This design comes from an exercise in tuning for a short achievable clock period and few clock cycles per item on the open sky130 flow, not from production work.
RTL that was checked went through simulation tests only; none was proved equivalent to the original.
For run 5, only the layout was checked, not whether the RTL still works.
No activity file was given, so power comes from the tool's default toggle rates.

<file path="flow/design.v">
module Module_of_product (
    input  wire         clk,
    input  wire         rst,
    input  wire         start,
    input  wire [256:0] Y,
    input  wire [256:0] N,
    output wire [256:0] o_result,
    output reg          done
);
    reg       busy;
    reg [6:0] cnt;
    reg       setup;      
    always @(posedge clk or posedge rst) begin
        if (rst) begin
            busy  <= 1'b0;
            cnt   <= 7'd0;
            setup <= 1'b0;
            done  <= 1'b0;
        end else begin
            setup <= start & ~busy;
            done  <= busy & (cnt == 7'd66);
            if (!busy) begin
                if (start) begin
                    busy <= 1'b1;
                    cnt  <= 7'd0;
                end
            end else begin
                cnt <= cnt + 7'd1;
                if (cnt == 7'd66) busy <= 1'b0;
            end
        end
    end
    function automatic [7:0] lzc256(input [255:0] x);
        reg [255:0] v0;
        reg [127:0] z1; reg [127:0] c1;
        reg [63:0]  z2; reg [127:0] c2;
        reg [31:0]  z3; reg [95:0]  c3;
        reg [15:0]  z4; reg [63:0]  c4;
        reg [7:0]   z5; reg [39:0]  c5;
        reg [3:0]   z6; reg [23:0]  c6;
        reg [1:0]   z7; reg [13:0]  c7;
        integer i;
        begin
            for (i = 0; i < 128; i = i + 1) begin
                z1[i] = ~(x[2*i+1] | x[2*i]);
                c1[i] = ~x[2*i+1];
            end
            for (i = 0; i < 64; i = i + 1) begin
                z2[i] = z1[2*i+1] & z1[2*i];
                c2[2*i +: 2] = z1[2*i+1] ? {1'b1, c1[2*i]} : {1'b0, c1[2*i+1]};
            end
            for (i = 0; i < 32; i = i + 1) begin
                z3[i] = z2[2*i+1] & z2[2*i];
                c3[3*i +: 3] = z2[2*i+1] ? {1'b1, c2[2*(2*i) +: 2]} : {1'b0, c2[2*(2*i+1) +: 2]};
            end
            for (i = 0; i < 16; i = i + 1) begin
                z4[i] = z3[2*i+1] & z3[2*i];
                c4[4*i +: 4] = z3[2*i+1] ? {1'b1, c3[3*(2*i) +: 3]} : {1'b0, c3[3*(2*i+1) +: 3]};
            end
            for (i = 0; i < 8; i = i + 1) begin
                z5[i] = z4[2*i+1] & z4[2*i];
                c5[5*i +: 5] = z4[2*i+1] ? {1'b1, c4[4*(2*i) +: 4]} : {1'b0, c4[4*(2*i+1) +: 4]};
            end
            for (i = 0; i < 4; i = i + 1) begin
                z6[i] = z5[2*i+1] & z5[2*i];
                c6[6*i +: 6] = z5[2*i+1] ? {1'b1, c5[5*(2*i) +: 5]} : {1'b0, c5[5*(2*i+1) +: 5]};
            end
            for (i = 0; i < 2; i = i + 1) begin
                z7[i] = z6[2*i+1] & z6[2*i];
                c7[7*i +: 7] = z6[2*i+1] ? {1'b1, c6[6*(2*i) +: 6]} : {1'b0, c6[6*(2*i+1) +: 6]};
            end
            lzc256 = z7[1] ? {1'b1, c7[6:0]} : {1'b0, c7[13:7]};
        end
    endfunction
    wire [7:0] lz = lzc256(N[255:0]);
    reg [7:0]   s_r;
    reg [255:0] nn_r;     
    reg [255:0] yy_r;     
    always @(posedge clk) begin
        s_r  <= lz;
        nn_r <= N[255:0] << lz;
        yy_r <= Y[255:0] << lz;
    end
    wire [255:0] ys = yy_r;
    function automatic [259:0] add3(input [259:0] x, input [259:0] y, input [259:0] z);
        reg [259:0] h, c;
        begin
            h = x ^ y ^ z;
            c = (x & y) | (x & z) | (y & z);
            add3 = h + {c[258:0], 1'b0};
        end
    endfunction
    wire [259:0] n1   = {4'b0, nn_r};
    wire [259:0] ns1  = n1;
    wire [259:0] ns3  = (n1 << 1) + n1;
    wire [259:0] ns5  = (n1 << 2) + n1;
    wire [259:0] ns7  = (n1 << 3) - n1;
    wire [259:0] ns9  = (n1 << 3) + n1;
    wire [259:0] ns11 = add3(n1 << 3, n1 << 1, n1);
    wire [259:0] ns13 = add3(n1 << 3, n1 << 2, n1);
    wire [259:0] ns15 = (n1 << 4) - n1;
    wire [259:0] mul [0:16];
    assign mul[0]  = 260'd0;
    assign mul[1]  = ns1;
    assign mul[2]  = ns1 << 1;
    assign mul[3]  = ns3;
    assign mul[4]  = ns1 << 2;
    assign mul[5]  = ns5;
    assign mul[6]  = ns3 << 1;
    assign mul[7]  = ns7;
    assign mul[8]  = ns1 << 3;
    assign mul[9]  = ns9;
    assign mul[10] = ns5 << 1;
    assign mul[11] = ns11;
    assign mul[12] = ns3 << 2;
    assign mul[13] = ns13;
    assign mul[14] = ns7 << 1;
    assign mul[15] = ns15;
    assign mul[16] = ns1 << 4;
    reg [256:0] t1_r, t3_r, t5_r, t7_r, t9_r, t11_r, t13_r, t15_r;
    reg [16:0]  thr [1:16];
    integer jj;
    always @(posedge clk) begin
        t1_r  <= ns1[256:0];
        t3_r  <= ns3[256:0];
        t5_r  <= ns5[256:0];
        t7_r  <= ns7[256:0];
        t9_r  <= ns9[256:0];
        t11_r <= ns11[256:0];
        t13_r <= ns13[256:0];
        t15_r <= ns15[256:0];
        for (jj = 1; jj <= 16; jj = jj + 1)
            thr[jj] <= {1'b0, mul[jj][259:244]} + 17'd5;
    end
    wire [256:0] rm [0:16];
    assign rm[0]  = 257'd0;
    assign rm[1]  = t1_r;
    assign rm[2]  = t1_r << 1;
    assign rm[3]  = t3_r;
    assign rm[4]  = t1_r << 2;
    assign rm[5]  = t5_r;
    assign rm[6]  = t3_r << 1;
    assign rm[7]  = t7_r;
    assign rm[8]  = t1_r << 3;
    assign rm[9]  = t9_r;
    assign rm[10] = t5_r << 1;
    assign rm[11] = t11_r;
    assign rm[12] = t3_r << 2;
    assign rm[13] = t13_r;
    assign rm[14] = t7_r << 1;
    assign rm[15] = t15_r;
    assign rm[16] = t1_r << 4;
    reg [256:0] S, C;
    reg [16:0]  xh;       
    reg [17:0]  t;
    reg [16:0]  e;
    reg [256:0] opM;
    integer j;
    always @(*) begin
        t = 18'd0;
        t[0] = 1'b1;
        for (j = 1; j <= 16; j = j + 1)
            t[j] = ~setup & (xh >= thr[j]);
        for (j = 0; j <= 16; j = j + 1)
            e[j] = t[j] & ~t[j+1];
        opM = {257{1'b1}};
        for (j = 1; j <= 16; j = j + 1)
            if (e[j]) opM = ~rm[j];
    end
    wire [256:0] P  = setup ? {1'b0, ys} : {S[252:0], 4'h1};
    wire [256:0] Q  = setup ? 257'd1      : {C[252:0], 4'h0};
    wire [256:0] Sn = P ^ Q ^ opM;
    wire [256:0] k1 = (P & Q) | (P & opM) | (Q & opM);
    wire [256:0] Cn = {k1[255:0], 1'b0};
    wire [17:0] zg1x = {S[252:236], 1'b1} + {C[252:236], 1'b1};
    wire [16:0] zg1 = zg1x[17:1];
    reg  [16:0] dsel;
    integer wj;
    always @(*) begin
        dsel = zg1;
        for (wj = 1; wj <= 16; wj = wj + 1)
            if (e[wj]) dsel = zg1 - rm[wj][256:240];
    end
    always @(posedge clk) begin
        S  <= Sn;
        C  <= Cn;
        xh <= setup ? {1'b0, ys[255:240]} + 17'd1 : dsel;
    end
    wire [256:0] rsum = S + C;
    wire [256:0] dh = S ^ C ^ ~t1_r;
    wire [256:0] dc = (S & C) | (S & ~t1_r) | (C & ~t1_r);
    wire [257:0] rdx = {dh, 1'b1} + {dc[255:0], 1'b0, 1'b1};
    wire [256:0] rdif = rdx[257:1];
    reg  [255:0] Rp;
    reg  [255:0] o_r;
    always @(posedge clk) begin
        Rp  <= rdif[256] ? rsum[255:0] : rdif[255:0];
        o_r <= Rp >> s_r;
    end
    assign o_result = {1'b0, o_r};
endmodule
</file>
<file path="flow/run.sh">
#!/bin/bash
# synth_recipe.tcl (not shown) runs the flow's synth.tcl, then flattens the netlist and writes it again
# the make line also repeats each setting of config.mk as NAME=value (left out here)
make -C /OpenROAD-flow-scripts/flow DESIGN_CONFIG=/design/flow/config.mk WORK_HOME=/design/flow/orfs CLKGATE_MAP_FILE= SYNTH_SCRIPT=/design/flow/synth_recipe.tcl finish
</file>
<file path="flow/config.mk">
export PLATFORM = sky130hd
export DESIGN_NAME = Module_of_product
export DESIGN_NICKNAME = Module_of_product
export VERILOG_FILES = /design/flow/design.v
export SDC_FILE = /design/flow/constraint.sdc
export NUM_CORES = 4
export LEC_CHECK = 0
export ABC_CLOCK_PERIOD_IN_PS = 3500
export CAP_MARGIN = 20
export CORE_MARGIN = 2
export CORE_UTILIZATION = 50
export PLACE_DENSITY = 0.68
export SETUP_SLACK_MARGIN = 2.0
export SLEW_MARGIN = 20
</file>
<file path="flow/constraint.sdc">
create_clock -name core_clock -period 6.5 [get_ports {clk}]
set_input_delay 1.3000 -clock core_clock [delete_from_list [all_inputs] [get_ports {clk}]]
set_output_delay 1.3000 -clock core_clock [all_outputs]
set_load 0.01 [all_outputs]
</file>
==> flow_summary.json, run 1 <==
{
  "initial_core_util_pct": 50.2,
  "status": "did not finish",
  "dp.final_hpwl_um": 2300000,
  "portBuffers": 771,
  "cts.htree.levels": 5,
  "gp_congestion": 1.49,
  "grt_pass1_vias": 482000,
  "overflow": 13,
  "ys_types": 119,
  "cts-root-buf": "clkbuf_16",
  "numClockSinks": 3868,
  "syn-cell-area_um2": 384000,
  "dieHeight_um": 880,
  "ios": 775,
  "rows": 321,
  "placed_area_um2": 475000,
  "syn-instance-count": 50900,
  "synth_top_area_cell": "dfxtp_1",
  "ys_warn_count": 2,
  "syn_area_per_cell_um2": 7.54,
  "synth_enable_flop_cells": 0,
  "cts_buffers": 446,
  "stop_stage": "global routing (5_1_grt)",
  "grt_pass1_wl_um": 3970000,
  "ys_seq_area_share_pct": 20.2,
  "grt_usage_pct": 73.5,
  "stop_error": "[ERROR GRT-0116] Global routing finished with congestion. Check the congestion regions in the DRC Viewer.",
  "synthFlopType": "dfxtp_1",
  "yosys-top-cells-area": "dfxtp_1 (20%), ha_1 (9.3%), a21oi_1 (7.3%)",
  "grt_max_degree": 220,
  "dieWidth_um": 880,
  "yosys.area.top_type_share_pct": 20.1,
  "place_ws_ps": -1010,
  "cts_buffer_depth": 4,
  "synth-seq-cells": 3868,
  "ys_async_sr_fraction_pct": 0.259
}
worst max path at each step:
stage / from / to / slack, ps / depth (start not counted)
floorplan: N[182] / nn_r[210]$_DFF_P_ / 1380 / 21
global placement: N[14] / nn_r[215]$_DFF_P_ / -1520 / 24
detailed placement: nn_r[48]$_SDFF_PP0_ / thr[7][15]$_DFF_P_ / -1010 / 27
CTS: rm[1][63]$_DFF_P_ / Rp[124]$_DFF_P_ / -190 / 28
Yosys cell counts (all sizes together) (284+ instances only):
library cell	n
nand2	5753
a21oi	5595
nor2	4135
dfxtp	3858
o21ai	3800
inv	3267
ha	2847
mux2i	2324
clkbuf	2277
xnor2	1928
nand4	1256
a21o	1075
fa	1037
a22oi	899
o22ai	853
o21bai	815
xor2	802
nor3	693
buf	618
nand3	486
nor4	457
o211ai	452
o21a	399
or3	387
o221ai	378
o31ai	362
a31oi	325
mux4	299
a221o	291
a2111oi	284
layer usage:
metal  overflow  track usage (%)
met3          0             62.7
met5          0             50.3
met4          9             64.2
met1          0             77.1
met2          4             84.1
power by group through the flow:
stage	Combinational [mW]	Sequential, mW	Clock, mW
after global placement	260	50.1	0
after detailed placement	264	50.3	0
after CTS	272	50.1	27.7
after floorplan	146	41.9	0
cell families after synthesis:
| kind of cell | share of synthesized area, % |
|---|---|
| and+or+nand+nor | 16.8 |
| other | 0.000978 |
| xor gates and xnor gates | 6.24 |
| adders and majority gates | 14.7 |
| muxes | 8.36 |
| DFF | 20.2 |
| buffers and inverters | 6.15 |
| AOI/OAI and AO/OA | 27.5 |
per-stage QoR:
step                instances  hold WS (ps)
global placement        67600           473
floorplan               50900           427
detailed placement      67600           478
CTS                     68600           324
repair_timing:
action                                   CTS
pin swaps                                106
buffers inserted                         112
endpoints found under the setup margin  2705
resized for setup                        387
hold buffers                               0
gates cloned                               7
Testbench counts, summed over its fixed seeds: cycles 8,832, items 128.
==> run 2, diff against run 1 <==
==> flow/design.v (replaced) <==
module Module_of_product (
    input  wire         clk,
    input  wire         rst,
    input  wire         start,
    input  wire [256:0] Y,
    input  wire [256:0] N,
    output wire [256:0] o_result,
    output reg          done
);
    reg [256:0] cur;
    reg [256:0] n_r;
    reg [7:0]   cnt;
    reg         busy;
    wire [257:0] dbl = {cur, 1'b0};
    wire [257:0] dif = dbl - {1'b0, n_r};
    always @(posedge clk or posedge rst) begin
        if (rst) begin
            busy <= 1'b0;
            cnt  <= 8'd0;
            done <= 1'b0;
        end else begin
            done <= 1'b0;
            if (!busy) begin
                if (start) begin
                    busy <= 1'b1;
                    cnt  <= 8'd0;
                end
            end else begin
                cnt <= cnt + 8'd1;
                if (cnt == 8'd255) begin
                    busy <= 1'b0;
                    done <= 1'b1;
                end
            end
        end
    end
    always @(posedge clk) begin
        n_r <= N;
        if (!busy) cur <= Y;
        else       cur <= dif[257] ? dbl[256:0] : dif[256:0];
    end
    assign o_result = cur;
endmodule
--- a/flow/config.mk
+++ b/flow/config.mk
@@ -6,9 +6,8 @@
 export NUM_CORES = 4
 export LEC_CHECK = 0
-export ABC_CLOCK_PERIOD_IN_PS = 3500
+export ABC_CLOCK_PERIOD_IN_PS = 3000
 export CAP_MARGIN = 20
 export CORE_MARGIN = 2
-export CORE_UTILIZATION = 50
-export PLACE_DENSITY = 0.68
+export CORE_UTILIZATION = 40
 export SETUP_SLACK_MARGIN = 2.0
 export SLEW_MARGIN = 20
==> flow_summary.json, run 2 <==
{
  "rows": 108,
  "power.leakage_nw": 21.0,
  "ios": 775,
  "drc": 0,
  "final_cell_mix": "clkdlybuf4s50_1 (774), a21oi_1 (735), nor2_1 (623), dfxtp_1 (499), nand2_1 (413)",
  "syn-instance-count": 4884,
  "place_ws_ps": 572,
  "cap_violations": 0,
  "cp_slowest_cell": "o41ai_4",
  "wire_per_inst_um": 26.0,
  "cp.required_ps": 7060,
  "initial_core_util_pct": 40.5,
  "endpoint": "cur[147]$_DFF_P_",
  "crit_start": "n_r[56]$_DFF_P_",
  "crit_path_end_kind": "register",
  "rsz0062_at_grt": "yes",
  "tightestPinTransition_ps": 972,
  "overflow": 0,
  "cp_max_fo": 9,
  "nets": 6421,
  "fin_crit_sh_pct": 74.4,
  "cp.depth": 22,
  "antenna_found_initial": 21,
  "largestRegisters": "cur x257, n_r x257, cnt x8",
  "dieWidth_um": 301,
  "drtPass1Iterations": 6,
  "yosys-top-cells-area": "dfxtp_1 (29%), a21oi_1 (13%), ha_1 (9.1%)",
  "ir_worst_vdd_mv": 0.342,
  "drt_iter0_drc": 3780,
  "timing.final.ws_setup_ps": 1660,
  "finalHoldViolations": 0,
  "layoutNonFillerInstCount": 6863,
  "final_util_pct": 58.1,
  "cts_buffers": 59,
  "worstSetupStartpointType": "register",
  "ys_async_sr_fraction_pct": 1.91,
  "ys_types": 85,
  "reg2reg_from": "n_r[56]$_DFF_P_",
  "syn-cell-area_um2": 35300,
  "layout-drive-gt1-share_pct": 13.4,
  "core_area_um2": 87200,
  "clk_pin_slew_worst_paths_ps": 60,
  "n_fill_cell": 8189,
  "placed_area_um2": 43700,
  "yosys.cell_count.top_type": "a21oi_1",
  "clkLatencyLatePin_ps": 730,
  "dieArea_um2": 90700,
  "synth_enable_flop_cells": 0,
  "synth-seq-cells": 524,
  "areaGrowthSynthToFinish_pct": 43.3,
  "final_common_cell": "clkdlybuf4s50_1",
  "totalWireLength_um": 178000,
  "dieHeight_um": 301,
  "synthFlopType": "dfxtp_1",
  "crit_chain": "inv_2 > ha_4 > nand4_1 > or2_4 > or3_4 > a21oi_2 > nor2_2 > o41ai_4 > a41oi_4 > o21ba_4 > o31a_4 > o31ai_4 > buf_6 > a31oi_4 > xor2_4 > buf_12 > buf_12 > buf_8 > buf_6 > buf_16 > a21oi_4 > a21oi_1",
  "status": "no timing/DRC/antenna violations",
  "worstSetupPathType": "reg2reg",
  "r2r-end": "cur[147]$_DFF_P_",
  "yosys.area.top_type_share_pct": 29.1,
  "dp.final_hpwl_um": 135000,
  "cts-root-buf": "clkbuf_16",
  "grt_usage_pct": 36.1,
  "slew_violations": 0,
  "cpPeakStageDelay_ps": 450,
  "syn_area_per_cell_um2": 7.23,
  "skew_ps": 51.1,
  "max_freq_mhz": 207,
  "netlist_top_cells_count": "a21oi_1 (883), nor2_1 (682), dfxtp_1 (514), nand2_1 (432), inv_1 (340)",
  "cellPowerDensity_nw_per_um2": 693,
  "final_area_um2": 50600,
  "ff2ff_setup_slack_ps": 1660,
  "grt_pass1_wl_um": 246000,
  "cts_tree": "yes",
  "placed_cells": 6580,
  "ant_nets": 0,
  "cp_top_family": "compound AO/OA/AOI/OAI gates",
  "cts.htree.levels": 2,
  "numClockSinks": 524,
  "gp_congestion": 1.03,
  "crit_buf_inv": 7,
  "synth_top_area_cell": "dfxtp_1",
  "setup_viol": 0,
  "grt_max_degree": 184,
  "min_period_ps": 4840,
  "worst_slew_margin_rel_pct": 34.6,
  "hold_ws_ps": 493,
  "final.setup.tns_ps": 0,
  "ff2ff_path_depth": 22,
  "ys_warn_count": 1,
  "ys_seq_area_share_pct": 29.8,
  "vias_per_cell": 5.85,
  "cp.arrival_ps": 5400,
  "p_total_mw": 35.1,
  "cts_buffer_depth": 3,
  "hold_class": "reg2reg",
  "num_vias": 40100,
  "portBuffers": 774,
  "grt_pass1_vias": 38000
}
-- run 2: cell types whose count changed after synthesis, sizes merged, moves of 2590 or more --
cell,previous run,this run
a21oi,5595,883
dfxtp,3858,514
ha,2847,257
inv,3267,340
nand2,5753,432
nor2,4135,683
o21ai,3800,290
-- run 2: worst min path at each step --
| stage | startpoint | end | slack (ps) | cells past startpoint |
|---|---|---|---|---|
| 2_1_floorplan | cnt[5]$_DFFE_PP0P_ | cnt[5]$_DFFE_PP0P_ | 440 | 1 |
| 3_5_place_dp | cnt[5]$_DFFE_PP0P_ | cnt[5]$_DFFE_PP0P_ | 470 | 1 |
| 3_3_place_gp | cnt[5]$_DFFE_PP0P_ | cnt[5]$_DFFE_PP0P_ | 470 | 1 |
| 6_report | cnt[7]$_DFFE_PP0P_ | cnt[7]$_DFFE_PP0P_ | 490 | 1 |
| 5_1_grt | cnt[5]$_DFFE_PP0P_ | cnt[5]$_DFFE_PP0P_ | 510 | 1 |
| 4_1_cts | cnt[5]$_DFFE_PP0P_ | cnt[5]$_DFFE_PP0P_ | 480 | 1 |
-- run 2: area by class of cell --
class / instances / area (µm²) / area share, %
antenna: 15 / 37.5 / 0.0741
clock buffer: 80 / 1640 / 3.23
clock inverter: 28 / 315 / 0.623
inverter: 340 / 1280 / 2.52
multi-input combinational: 3751 / 24900 / 49.1
sequential: 524 / 10600 / 20.9
tap: 1155 / 1450 / 2.85
timing repair buffer: 970 / 10500 / 20.7
-- run 2: cells by family (layout without fill, tap and decap cells) --
logic type                 count (synthesis)  count (layout)  share of synthesized area, %
AOI/OAI and AO/OA                       1661            1661                          27.4
xor gates and xnor gates                 251             251                          6.30
adders and majority gates                258             258                          9.16
buffers and inverters                    609            1418                          7.11
DFF                                      524             524                          29.8
muxes                                     23              23                         0.708
other                                      0              15                             0
and+or+nand+nor                         1558            1558                          19.5
-- run 2: repair_timing --
item	CTS	global route
setup endpoints to repair	257	257
resized for setup	324	356
cloned	23	24
pin swaps	124	122
hold buffers	0	0
buffers inserted	59	54
-- run 2: worst register-to-register path: cells and delay by family (launching register included) --
family | cells | cell delay (ps)
xor gates and xnor gates | 1 | 200
AOI/OAI and AO/OA | 9 | 2010
buffers and inverters | 7 | 980
and+or+nand+nor | 4 | 890
adders and majority gates | 1 | 280
DFF | 1 | 330
-- run 2: metal layers --
layer / vias up / routed length (µm) / track usage, %
met5: - / 54 / 0
met4: 8 / 9150 / 14.5
met3: 394 / 15300 / 6.15
met2: 1891 / 82600 / 60.4
met1: 19200 / 71300 / 45.9
li1: 18600 / - / -
-- run 2: power breakdown --
part           internal [mW]  total [mW]  switching [mW]  leakage [nW]
Sequential              4.36        5.51            1.15          4.45
Clock                   1.93        3.47            1.54         0.947
Combinational           11.4        26.1            14.7          15.6
Total                   17.7        35.1            17.4          21.0
Testbench counts of run 2, summed over its fixed seeds: cycles 33,024, items 128.
==> run 3, diff against run 2 <==
--- a/flow/config.mk
+++ b/flow/config.mk
@@ -6,8 +6,8 @@
 export NUM_CORES = 4
 export LEC_CHECK = 0
-export ABC_CLOCK_PERIOD_IN_PS = 3000
+export ABC_CLOCK_PERIOD_IN_PS = 2000
 export CAP_MARGIN = 20
 export CORE_MARGIN = 2
 export CORE_UTILIZATION = 40
-export SETUP_SLACK_MARGIN = 2.0
+export SETUP_SLACK_MARGIN = 3.0
 export SLEW_MARGIN = 20
==> flow_summary.json, run 3 <==
{
  "netlist_top_cells_count": "a21oi_1 (883), nor2_1 (682), dfxtp_1 (514), nand2_1 (432), inv_1 (340)",
  "vias_per_cell": 5.84,
  "crit_path_end_kind": "register",
  "dp.final_hpwl_um": 133000,
  "cts-root-buf": "clkbuf_16",
  "synthMuxAreaShare_pct": 0.708,
  "ys_warn_count": 1,
  "finalHoldViolations": 0,
  "yosys.area.top_type_share_pct": 29.1,
  "syn-instance-count": 4884,
  "crit_start": "cur[90]$_DFF_P_",
  "gp_congestion": 0.988,
  "n_fill_cell": 7936,
  "min_period_ps": 5100,
  "fin_crit_sh_pct": 78.4,
  "synth-simple-area-share_pct": 19.5,
  "grt_pass1_wl_um": 252000,
  "ir_worst_vdd_mv": 0.463,
  "core_area_um2": 87200,
  "synth_top_family_by_area": "compound AO/OA/AOI/OAI gates",
  "synth_enable_flop_cells": 0,
  "ys_seq_area_share_pct": 29.8,
  "initial_core_util_pct": 40.5,
  "tightestPinTransition_ps": 1280,
  "cts_buffers": 58,
  "cap_violations": 0,
  "synth-seq-cells": 524,
  "max_freq_mhz": 196,
  "areaGrowthSynthToFinish_pct": 48.7,
  "worstSetupPathType": "reg2reg",
  "final_util_pct": 60.3,
  "drtPass1Iterations": 6,
  "seq_area_um2": 10600,
  "cts_buffer_depth": 3,
  "wire_per_inst_um": 26.0,
  "ys_types": 85,
  "grt_pass1_vias": 38800,
  "dieWidth_um": 301,
  "path_common_cell": "o21ai_1",
  "final_cell_mix": "clkdlybuf4s50_1 (774), a21oi_1 (663), nor2_1 (536), dfxtp_1 (508), nand2_1 (401)",
  "largestRegisters": "cur x257, n_r x257, cnt x8",
  "hold_class": "reg2reg",
  "synthFlopType": "dfxtp_1",
  "nets": 6481,
  "ys_async_sr_fraction_pct": 1.91,
  "timing.final.ws_setup_ps": 1400,
  "cts.htree.levels": 2,
  "overflow": 0,
  "r2r-end": "cur[232]$_DFF_P_",
  "slew_violations": 0,
  "syn-cell-area_um2": 35300,
  "worstSetupStartpointType": "register",
  "endpoint": "cur[232]$_DFF_P_",
  "setup_viol": 0,
  "grt_usage_pct": 36.7,
  "dieHeight_um": 301,
  "drc": 0,
  "antenna_found_initial": 27,
  "portBuffers": 774,
  "wl_met2_um": 83400,
  "cpPeakStageDelay_ps": 440,
  "synth_compound_area_share_pct": 27.4,
  "yosys.area_share.adder_pct": 9.16,
  "totalWireLength_um": 180000,
  "highest_layer": "met5",
  "num_vias": 40400,
  "cp_slowest_cell": "ha_1",
  "cp.arrival_ps": 5640,
  "drt_iter0_drc": 3766,
  "syn_area_per_cell_um2": 7.23,
  "worst_slew_margin_rel_pct": 14.0,
  "placed_cells": 6576,
  "synth_top_area_cell": "dfxtp_1",
  "cellPowerDensity_nw_per_um2": 742,
  "drt-met1-wl_um": 72200,
  "skew_ps": 24.1,
  "rsz0062_at_grt": "yes",
  "cp_max_fo": 8,
  "cp_top_family": "compound AO/OA/AOI/OAI gates",
  "synthXorXnorAreaFrac_pct": 6.30,
  "clk_pin_slew_worst_paths_ps": 60,
  "cts_tree": "yes",
  "power.leakage_nw": 21.8,
  "reg2reg_from": "cur[90]$_DFF_P_",
  "crit_buf_inv": 1,
  "cp.required_ps": 7050,
  "rows": 108,
  "crit_chain": "ha_1 > a21oi_1 > o21ai_0 > a21oi_1 > o21ai_1 > nor3_1 > nor2_1 > a211oi_1 > o41a_1 > o41ai_4 > buf_4 > a31oi_2 > o21ai_2 > a21boi_1 > o21a_1 > o21ai_1 > xnor2_1 > o21ai_1 > mux2_2",
  "layoutNonFillerInstCount": 6927,
  "dieArea_um2": 90700,
  "min_from": "cnt[5]$_DFFE_PP0P_",
  "ff2ff_setup_slack_ps": 1400,
  "ios": 775,
  "clkLatencyLatePin_ps": 670,
  "status": "no timing/DRC/antenna violations",
  "final.setup.tns_ps": 0,
  "cp.depth": 19,
  "ant_nets": 0,
  "yosys.cell_count.top_type": "a21oi_1",
  "grt_max_degree": 143,
  "yosys-top-cells-area": "dfxtp_1 (29%), a21oi_1 (13%), ha_1 (9.1%)",
  "ff2ff_path_depth": 19,
  "met3_length_um": 15600,
  "layout-drive-gt1-share_pct": 16.3,
  "final_common_cell": "clkdlybuf4s50_1",
  "numClockSinks": 524,
  "place_ws_ps": 217,
  "p_total_mw": 39.0,
  "multiInputGateArea_um2": 25600
}
[run 3: cell counts after synthesis]
No cell type changed its count.
[run 3: layout make-up]
type	count	area share [%]
diodes	26	0.124
clock buffers	77	3.11
clock inverters	23	0.488
inverters	340	2.43
multi-input cells	3751	48.7
flip-flops and latches	524	20.1
well taps	1155	2.75
repair buffers	1031	22.3
[run 3: logic make-up (layout without fill, tap and decap cells)]
group / count (synthesis) / in the layout
buffers and inverters: 609 / 1471
muxes: 23 / 23
other: 0 / 26
and+or+nand+nor: 1558 / 1558
xor gates and xnor gates: 251 / 251
DFF: 524 / 524
adders and majority gates: 258 / 258
AOI/OAI and AO/OA: 1661 / 1661
[run 3: metrics by stage]
stage	cell area, µm²	hold WS (ps)
floorplan	35500	445
CTS	49600	486
finish	52500	490
global route	52500	508
global placement	43800	471
detailed placement	43800	475
[run 3: repair_timing]
item	in CTS	in global routing
setup buffers	114	42
cloned	46	23
gates resized for setup	410	489
hold buffers	0	0
endpoints found under the setup margin	257	257
pin swaps	61	279
[run 3: how the worst min path moves through the flow]
| stage | depth (start not counted) | to | slack, ps |
|---|---|---|---|
| floorplan | 1 | cnt[5]$_DFFE_PP0P_ | 440 |
| CTS | 1 | cnt[5]$_DFFE_PP0P_ | 490 |
| global placement | 1 | cnt[5]$_DFFE_PP0P_ | 470 |
| finish | 1 | cnt[5]$_DFFE_PP0P_ | 490 |
| global route | 1 | cnt[5]$_DFFE_PP0P_ | 510 |
| detailed placement | 1 | cnt[5]$_DFFE_PP0P_ | 480 |
[run 3: per-layer routing]
metal  track usage [%]  vias to the layer above
met5                 0                        -
met4              15.0                        8
met3              7.19                      455
met2              61.3                     1900
met1              46.1                    19400
li1                  -                    18700
[run 3: power by group]
group | internal (mW) | leakage (nW) | switching [mW]
clock | 1.91 | 0.928 | 1.45
combinational | 13.5 | 16.4 | 16.5
sequential | 4.35 | 4.45 | 1.22
==> run 4, diff against run 3 <==
--- a/flow/design.v
+++ b/flow/design.v
@@ -13,5 +13,6 @@
     reg         busy;
     wire [257:0] dbl = {cur, 1'b0};
-    wire [257:0] dif = dbl - {1'b0, n_r};
+    wire [257:0] dif;
+    pfx_add #(.W(258)) u_sub (.a(dbl), .b(~{1'b0, n_r}), .ci(1'b1), .s(dif), .co());
     always @(posedge clk or posedge rst) begin
         if (rst) begin
@@ -42,2 +43,32 @@
     assign o_result = cur;
 endmodule
+module pfx_add #(parameter W = 16) (
+    input  wire [W-1:0] a,
+    input  wire [W-1:0] b,
+    input  wire         ci,
+    output reg  [W-1:0] s,
+    output reg          co
+);
+    localparam L = (W + 1 > 256) ? 9 : (W + 1 > 128) ? 8 : (W + 1 > 64) ? 7 : (W + 1 > 32) ? 6 :
+                   (W + 1 > 16) ? 5 : (W + 1 > 8) ? 4 : (W + 1 > 4) ? 3 : 2;
+    reg [W:0] g, p, gn, pn, p0;
+    integer k, i;
+    always @(*) begin
+        g  = {a & b, ci};
+        p0 = {a ^ b, 1'b0};
+        p  = p0;
+        for (k = 0; k < L; k = k + 1) begin
+            gn = g;
+            pn = p;
+            for (i = 0; i <= W; i = i + 1)
+                if (i >= (1 << k)) begin
+                    gn[i] = g[i] | (p[i] & g[i - (1 << k)]);
+                    pn[i] = p[i] & p[i - (1 << k)];
+                end
+            g = gn;
+            p = pn;
+        end
+        s  = p0[W:1] ^ g[W-1:0];
+        co = g[W];
+    end
+endmodule
--- a/flow/config.mk
+++ b/flow/config.mk
@@ -6,8 +6,8 @@
 export NUM_CORES = 4
 export LEC_CHECK = 0
-export ABC_CLOCK_PERIOD_IN_PS = 2000
+export ABC_CLOCK_PERIOD_IN_PS = 3000
 export CAP_MARGIN = 20
 export CORE_MARGIN = 2
 export CORE_UTILIZATION = 40
-export SETUP_SLACK_MARGIN = 3.0
+export SETUP_SLACK_MARGIN = 2.0
 export SLEW_MARGIN = 20
==> flow_summary.json, run 4 <==
{
  "status": "no timing/DRC/antenna violations",
  "final.setup.tns_ps": 0,
  "wl_met2_um": 86300,
  "antenna_found_initial": 13,
  "cp_slowest_cell": "o41a_1",
  "crit_start": "n_r[1]$_DFF_P_",
  "largestRegisters": "cur x257, n_r x257, cnt x8",
  "drtPass1Iterations": 6,
  "min_from": "cnt[5]$_DFFE_PP0P_",
  "placed_cells": 6709,
  "dieWidth_um": 302,
  "worstSetupStartpointType": "register",
  "synthFlopType": "dfxtp_1",
  "grt_pass1_wl_um": 249000,
  "n_fill_cell": 8126,
  "dieArea_um2": 91000,
  "crit_path_end_kind": "register",
  "cap_violations": 0,
  "drc": 0,
  "synth-seq-cells": 524,
  "core_area_um2": 88100,
  "tightestPinTransition_ps": 1220,
  "layout-drive-gt1-share_pct": 16.0,
  "ys_async_sr_fraction_pct": 1.91,
  "cp_max_fo": 8,
  "finalHoldViolations": 0,
  "drt-met1-wl_um": 74300,
  "final_area_um2": 52400,
  "ant_nets": 0,
  "cp.arrival_ps": 5280,
  "cts.htree.levels": 2,
  "placed_area_um2": 44000,
  "areaGrowthSynthToFinish_pct": 47.7,
  "overflow": 0,
  "yosys.area.top_type_share_pct": 29.0,
  "skew_ps": 29.7,
  "cts-root-buf": "clkbuf_16",
  "ir_worst_vdd_mv": 0.391,
  "grt_max_degree": 95,
  "cts_buffers": 60,
  "initial_core_util_pct": 40.2,
  "clk_pin_slew_worst_paths_ps": 60,
  "worstSetupPathType": "reg2reg",
  "power.leakage_nw": 21.2,
  "yosys-top-cells-area": "dfxtp_1 (29%), a21oi_1 (13%), ha_1 (9.1%)",
  "dieHeight_um": 302,
  "crit_chain": "inv_2 > ha_4 > nand2b_4 > a21o_1 > a21o_1 > a2111o_1 > a21boi_2 > o211ai_1 > a31oi_2 > nor2_4 > o41a_1 > o31a_1 > buf_6 > xor2_4 > buf_12 > buf_12 > buf_16 > buf_16 > nand2_1 > o21ai_1 > mux2_2",
  "rows": 109,
  "layoutNonFillerInstCount": 6976,
  "cp.required_ps": 7070,
  "syn_area_per_cell_um2": 7.11,
  "synth_enable_flop_cells": 0,
  "fin_crit_sh_pct": 72.6,
  "syn-instance-count": 4985,
  "highest_layer": "met5",
  "gp_congestion": 1.03,
  "rsz0062_at_grt": "yes",
  "ys_warn_count": 2,
  "cts_buffer_depth": 3,
  "slew_violations": 0,
  "nets": 6535,
  "final_common_cell": "clkdlybuf4s50_1",
  "reg2reg_from": "n_r[1]$_DFF_P_",
  "ios": 775,
  "cellPowerDensity_nw_per_um2": 730,
  "clkLatencyLatePin_ps": 690,
  "grt_usage_pct": 36.1,
  "wire_per_inst_um": 26.8,
  "syn-cell-area_um2": 35400,
  "p_total_mw": 38.2,
  "drt_iter0_drc": 3744,
  "synth_top_area_cell": "dfxtp_1",
  "met3_length_um": 16200,
  "grt_pass1_vias": 39300,
  "crit_buf_inv": 6,
  "totalWireLength_um": 187000,
  "netlist_top_cells_count": "a21oi_1 (897), nor2_1 (720), dfxtp_1 (514), nand2_1 (457), inv_1 (351)",
  "worst_slew_margin_rel_pct": 18.0,
  "cts_tree": "yes",
  "cpPeakStageDelay_ps": 480,
  "ys_types": 77,
  "setup_viol": 0,
  "yosys.cell_count.top_type": "a21oi_1",
  "vias_per_cell": 5.95,
  "numClockSinks": 524,
  "num_vias": 41500,
  "cp_top_family": "compound AO/OA/AOI/OAI gates",
  "portBuffers": 774,
  "final_util_pct": 59.4,
  "final_cell_mix": "clkdlybuf4s50_1 (774), a21oi_1 (652), nor2_1 (591), dfxtp_1 (501), nand2_1 (411)",
  "max_freq_mhz": 212,
  "ys_seq_area_share_pct": 29.7,
  "dp.final_hpwl_um": 138000,
  "min_period_ps": 4720,
  "hold_class": "reg2reg"
}
-- run 4: changes by cell type in the layout (fill, tap and decap cells not counted), sizes merged, moves of 20 or more --
cell,previous run,this run
o21ai,290,317
nor2,683,720
buf,234,153
a21o,153,133
nand2,432,457
-- run 4: metal layers --
| metal | GRT usage, % | vias up |
|---|---|---|
| li1 | - | 19000 |
| met1 | 45.3 | 19900 |
| met2 | 60.6 | 2106 |
| met3 | 6.96 | 448 |
| met4 | 14.9 | 14 |
| met5 | 0 | - |
-- run 4: path summary, 6_finish.rpt --
| check | depth (start not counted) | slack [ps] | to |
|---|---|---|---|
| setup / recovery | 21 | 1780 | cur[109]$_DFF_P_ |
| hold / removal | 1 | 480 | cnt[5]$_DFFE_PP0P_ |
| setup reg to reg | 21 | 1780 | cur[109]$_DFF_P_ |
| hold reg to reg | 1 | 480 | cnt[5]$_DFFE_PP0P_ |
| max in group asynchronous | 2 | 5270 | busy$_DFF_PP0_ |
| min in group asynchronous | 2 | 900 | cnt[6]$_DFFE_PP0P_ |
-- run 4: layout make-up --
type | instances | area [µm²] | share of cell area (%)
Clock inverter | 27 | 385 | 0.736
Antenna cell | 7 | 17.5 | 0.0334
Sequential cell | 524 | 10600 | 20.2
Timing Repair Buffer | 963 | 10800 | 20.6
Clock buffer | 80 | 1720 | 3.28
Tap cell | 1165 | 1460 | 2.78
Multi-Input combinational cell | 3859 | 26100 | 49.9
Inverter | 351 | 1320 | 2.52
-- run 4: cells by family (layout without fill, tap and decap cells) --
| group | Yosys count | count (layout) | synth area share [%] |
|---|---|---|---|
| AO/OA/AOI/OAI | 1727 | 1727 | 28.3 |
| AND/OR/NAND/NOR | 1618 | 1618 | 19.9 |
| buffers and inverters | 602 | 1421 | 6.58 |
| flip-flops | 524 | 524 | 29.7 |
| adder cells (fa/ha/maj) | 259 | 259 | 9.16 |
| XOR/XNOR | 243 | 243 | 6.03 |
| multiplexers | 12 | 12 | 0.353 |
| other | 0 | 7 | 0 |
-- run 4: worst register-to-register path: stages (launching register included) --
cell and delay, ps:
dfxtp_2 330, inv_2 40, ha_4 270, nand2b_4 60
a21o_1 240, a21o_1 220, a2111o_1 470, a21boi_2 230
o211ai_1 200, a31oi_2 400, nor2_4 80, o41a_1 480
o31a_1 270, buf_6 140, xor2_4 160, buf_12 170
buf_12 120, buf_16 150, buf_16 190, nand2_1 70
o21ai_1 60, mux2_2 260
-- run 4: power by group --
part           leakage, nW  internal (mW)  switching, mW
clock network         1.02           2.17           1.51
logic                 15.8           12.3           16.5
registers             4.45           4.35           1.30
-- run 4: per-stage QoR --
stage	setup WS (ps)	hold WS, ps
after floorplan	2540	445
after global placement	1060	469
after detailed placement	908	472
after CTS	1960	484
after global routing	1700	502
final	1780	483
-- run 4: what timing repair did --
| action | 4_1_cts | 5_1_grt |
|---|---|---|
| gates resized for setup | 210 | 730 |
| gates cloned | 16 | 56 |
| hold buffers | 0 | 0 |
| pin swaps | 54 | 350 |
| setup endpoints to repair | 257 | 256 |
| setup buffers | 40 | 41 |
Testbench counts of run 4, summed over its fixed seeds: cycles 33,024, items 128.
==> run 5, diff against run 4 <==
==> flow/design.v (replaced) <==
module Module_of_product (
    input wire clk,                
    input wire rst,                
    input wire start,              
    input wire [256:0] Y,           
    input wire [256:0] N,           
    output wire [256:0] o_result,           
    output reg done                
);
    reg [256:0] current;            
    reg [256:0] current_nxt;        
    reg [8:0] counter;             
    reg [8:0] counter_nxt;         
    reg done_nxt;                  
    localparam IDLE = 2'b00;
    localparam COMPUTING = 2'b01;
    localparam FINISHED = 2'b10;
    reg [1:0] state;
    reg [1:0] next_state;
    reg init_computation;          
    reg init_computation_nxt;      
    reg update_current;           
    reg update_current_nxt;       
    assign o_result = current;
    always @(*) begin
        next_state = state;
        init_computation_nxt = 0;
        update_current_nxt = 0;
        done_nxt = 0;
        case (state)
            IDLE: begin
                if (start) begin
                    next_state = COMPUTING;
                    init_computation_nxt = 1;
                end
            end
            COMPUTING: begin
                update_current_nxt = 1;
                if (counter == 255) begin
                    next_state = FINISHED;
                    done_nxt = 1;
                end
            end
            FINISHED: begin
                next_state = IDLE;
                done_nxt = 0;
            end
            default: next_state = IDLE;
        endcase
    end
    always @(*) begin
        current_nxt = current;
        counter_nxt = counter;
        if (init_computation) begin
            current_nxt = Y;
            counter_nxt = 0;
        end
        if (update_current) begin
            if(current + current > N) begin
                current_nxt = (current + current) - N;   
            end
            else begin
                current_nxt = current + current;   
            end
            counter_nxt = counter + 1;
        end
    end
    always @(posedge clk or posedge rst) begin
        if (rst) begin
            state <= IDLE;
            init_computation <= 0;
            update_current <= 0;
            current <= 0;
            counter <= 0;
            done <= 0;
        end else begin
            state <= next_state;
            init_computation <= init_computation_nxt;
            update_current <= update_current_nxt;
            current <= current_nxt;
            counter <= counter_nxt;
            done <= done_nxt;
        end
    end
endmodule
--- a/flow/config.mk
+++ b/flow/config.mk
@@ -6,8 +6,6 @@
 export NUM_CORES = 4
 export LEC_CHECK = 0
-export ABC_CLOCK_PERIOD_IN_PS = 3000
 export CAP_MARGIN = 20
 export CORE_MARGIN = 2
 export CORE_UTILIZATION = 40
-export SETUP_SLACK_MARGIN = 2.0
 export SLEW_MARGIN = 20
==> flow_summary.json, run 5 <==
{
  "status": "no timing/DRC/antenna violations",
  "ant_nets": 0,
  "placed_cells": 6915,
  "cts_buffers": 38,
  "rsz0062_at_grt": "yes",
  "place_ws_ps": -447,
  "seq_area_um2": 6790,
  "areaGrowthSynthToFinish_pct": 30.5,
  "ys_async_sr_fraction_pct": 100,
  "layout-drive-gt1-share_pct": 4.96,
  "core_area_um2": 86800,
  "hold_class": "reg2reg",
  "grt_usage_pct": 37.0,
  "synth_enable_flop_cells": 0,
  "rows": 108,
  "wire_per_inst_um": 24.9,
  "cts_tree": "yes",
  "gr-usage-met3_pct": 5.22,
  "final_common_cell": "clkdlybuf4s50_1",
  "cp_slowest_cell": "o41a_1",
  "ir_worst_vdd_mv": 0.269,
  "crit_path_end_kind": "register",
  "slew_violations": 0,
  "worstSetupStartpointType": "primary input",
  "fin_crit_sh_pct": 97.9,
  "dieWidth_um": 300,
  "drc": 0,
  "syn-instance-count": 5118,
  "synth-seq-cells": 271,
  "regMostFlops": "current",
  "clkLatencyLatePin_ps": 600,
  "grt_use_met1_pct": 52.1,
  "dieArea_um2": 89900,
  "grt_pass1_vias": 39400,
  "antenna_found_initial": 15,
  "ff2ff_setup_slack_ps": 980,
  "timing.final.ws_setup_ps": 136,
  "numClockSinks": 271,
  "syn-cell-area_um2": 35000,
  "yosys-top-cells-area": "dfrtp_1 (19%), a21oi_1 (9.4%), ha_1 (9.3%)",
  "grt_max_degree": 113,
  "ys_seq_area_share_pct": 19.4,
  "grt_pass1_wl_um": 255000,
  "dp.final_hpwl_um": 146000,
  "crit_chain": "clkdlybuf4s50_1 > inv_1 > ha_1 > nor2b_1 > o2111ai_1 > a211o_1 > a211oi_4 > o2111ai_2 > a21oi_2 > o211a_1 > o21ai_1 > o211ai_2 > a31oi_2 > o41a_1 > o41a_1 > o31ai_2 > xor2_1 > nand2_1 > a31oi_2",
  "clk_pin_slew_worst_paths_ps": 60,
  "hold_ws_ps": 436,
  "tightestPinTransition_ps": 1060,
  "netlist_top_cells_count": "nand2_1 (728), a21oi_1 (655), o21ai_1 (375), nor2_1 (373), inv_1 (366)",
  "vias_per_cell": 5.96,
  "layoutNonFillerInstCount": 6993,
  "ys_types": 89,
  "skew_ps": 24.9,
  "cap_violations": 0,
  "ys_warn_count": 1,
  "dieHeight_um": 300,
  "portBuffers": 774,
  "grt.met2_usage_pct": 58.9,
  "reg2reg_from": "current[0]$_DFFE_PP0P_",
  "yosys.cell_count.top_type": "nand2_1",
  "cp_max_fo": 3,
  "cts_buffer_depth": 3,
  "num_vias": 41700,
  "worstSetupPathType": "in2reg",
  "cp.arrival_ps": 6880,
  "min_from": "state[0]$_DFFE_PP0P_",
  "cpPeakStageDelay_ps": 600,
  "final_cell_mix": "clkdlybuf4s50_1 (774), nand2_1 (728), a21oi_1 (655), o21ai_1 (374), nor2_1 (373)",
  "worst_slew_margin_rel_pct": 28.9,
  "synth_top_area_cell": "dfrtp_1",
  "multiInputGateArea_um2": 25700,
  "overflow": 0,
  "top_usage_layer": "met2",
  "finalHoldViolations": 0,
  "setup_viol": 0,
  "cts-root-buf": "clkbuf_16",
  "power.leakage_nw": 19.1,
  "cts.htree.levels": 2,
  "drtPass1Iterations": 7,
  "cellPowerDensity_nw_per_um2": 550,
  "nets": 6577,
  "n_fill_cell": 8805,
  "ios": 775,
  "syn_area_per_cell_um2": 6.84,
  "max_freq_mhz": 157,
  "min_period_ps": 6360,
  "gp_congestion": 0.998,
  "cts_setup_buffers": 0,
  "yosys.area.top_type_share_pct": 19.4,
  "synthFlopType": "dfrtp_1",
  "cp.required_ps": 7020,
  "drt_iter0_drc": 4313,
  "totalWireLength_um": 174000,
  "crit_start": "N[1]",
  "largestRegisters": "current x257, counter x9, state x2",
  "largest_reg_flops": 257,
  "initial_core_util_pct": 40.3
}
-- run 5: path summary, 6_finish.rpt --
| path | to | cells past startpoint |
|---|---|---|
| min in group asynchronous | current[19]$_DFFE_PP0P_ | 2 |
| setup reg to reg | current[223]$_DFFE_PP0P_ | 17 |
| setup / recovery | current[223]$_DFFE_PP0P_ | 19 |
| hold reg to reg | init_computation$_DFF_PP0_ | 1 |
| hold / removal | init_computation$_DFF_PP0_ | 1 |
| max in group asynchronous | update_current$_DFF_PP0_ | 3 |
-- run 5: final cells by class --
type | count | share of cell area (%)
Antenna cell | 12 | 0.0657
Clock buffer | 55 | 2.33
Clock inverter | 11 | 0.227
Inverter | 366 | 3.02
Multi-Input combinational cell | 4182 | 56.2
Sequential cell | 271 | 14.9
Tap cell | 1155 | 3.16
Timing Repair Buffer | 941 | 20.1
-- run 5: report_power, final --
| group | switching, mW | internal, mW |
|---|---|---|
| Sequential | 1.33 | 2.57 |
| Clock | 0.914 | 1.18 |
| Combinational | 11.5 | 7.68 |
| Total | 13.7 | 11.4 |
-- run 5: metal layers --
layer  up-vias  share of wire, %
li1      19500                 -
met2      1856                45
met3       230               7.9
met1     20100                44
met5         -            0.0075
met4         2               2.9
-- run 5: kinds of logic (layout without fill, tap and decap cells) --
family | count (synthesis) | count (layout) | synth area share (%)
flops | 271 | 271 | 19.4
compound gates | 1846 | 1846 | 31.0
simple gates | 1632 | 1632 | 21.1
buf+inv | 665 | 1373 | 7.42
mux | 198 | 198 | 5.70
fa+ha+maj | 260 | 260 | 9.31
xor+xnor | 246 | 246 | 6.16
other cells | 0 | 12 | 0
-- run 5: timing repair --
action                                  4_1_cts  5_1_grt
endpoints found under the setup margin        0        4
hold buffers                                  0        0
resized for setup                             0        5
-- run 5: worst max-delay path: cells and delay by family --
family	cells	cell delay, ps
fa+ha+maj	1	300
buf+inv	2	640
xor+xnor	1	210
simple gates	2	260
compound gates	13	4160
-- run 5: per-stage QoR --
step,setup TNS (ps),power (mW),util [%],cell area (µm²)
after floorplan,0,15.0,-,35000
after global placement,-1010,22.5,51.2,44500
after detailed placement,-1430,22.5,51.2,44500
after CTS,0,24.7,52.6,45600
after global routing,-67.1,26.8,52.7,45700
final,0,25.1,52.7,45700

==> port drivers added, routing unchanged <==
Ports are ideal in the flow. The routed layouts listed here were re-timed in OpenROAD.
Step 1, drivers: a clkbuf_16 drives clk and a buf_2 each remaining input, both assumed.
Step 2 moves the port delays by t, midway between the first and last clock arrival at a register: inputs arrive t later, outputs are due t later. That takes back most of the time a late clock gives input paths.
Three values: no drivers, after step 1, after step 2; two values: the first two.
run | shift t [ns] | setup slack, ns | pins driven straight from the clock port
run 2 | 0.780 | 1.662 / 1.662 / 1.662 | 1
run 3 | 0.729 | 1.404 / 1.404 / 1.404 | 1
run 4 | 0.751 | 1.782 / 1.782 / 1.782 | 1
run 5 | 0.653 | 0.136 / 0.178 / -0.476 | 1
Met with ideal ports but missed after step 2: setup timing in run 5. For run 5, which loses most, drivers alone change the setup slack by +0.042 ns; drivers and shift together by -0.612 ns.
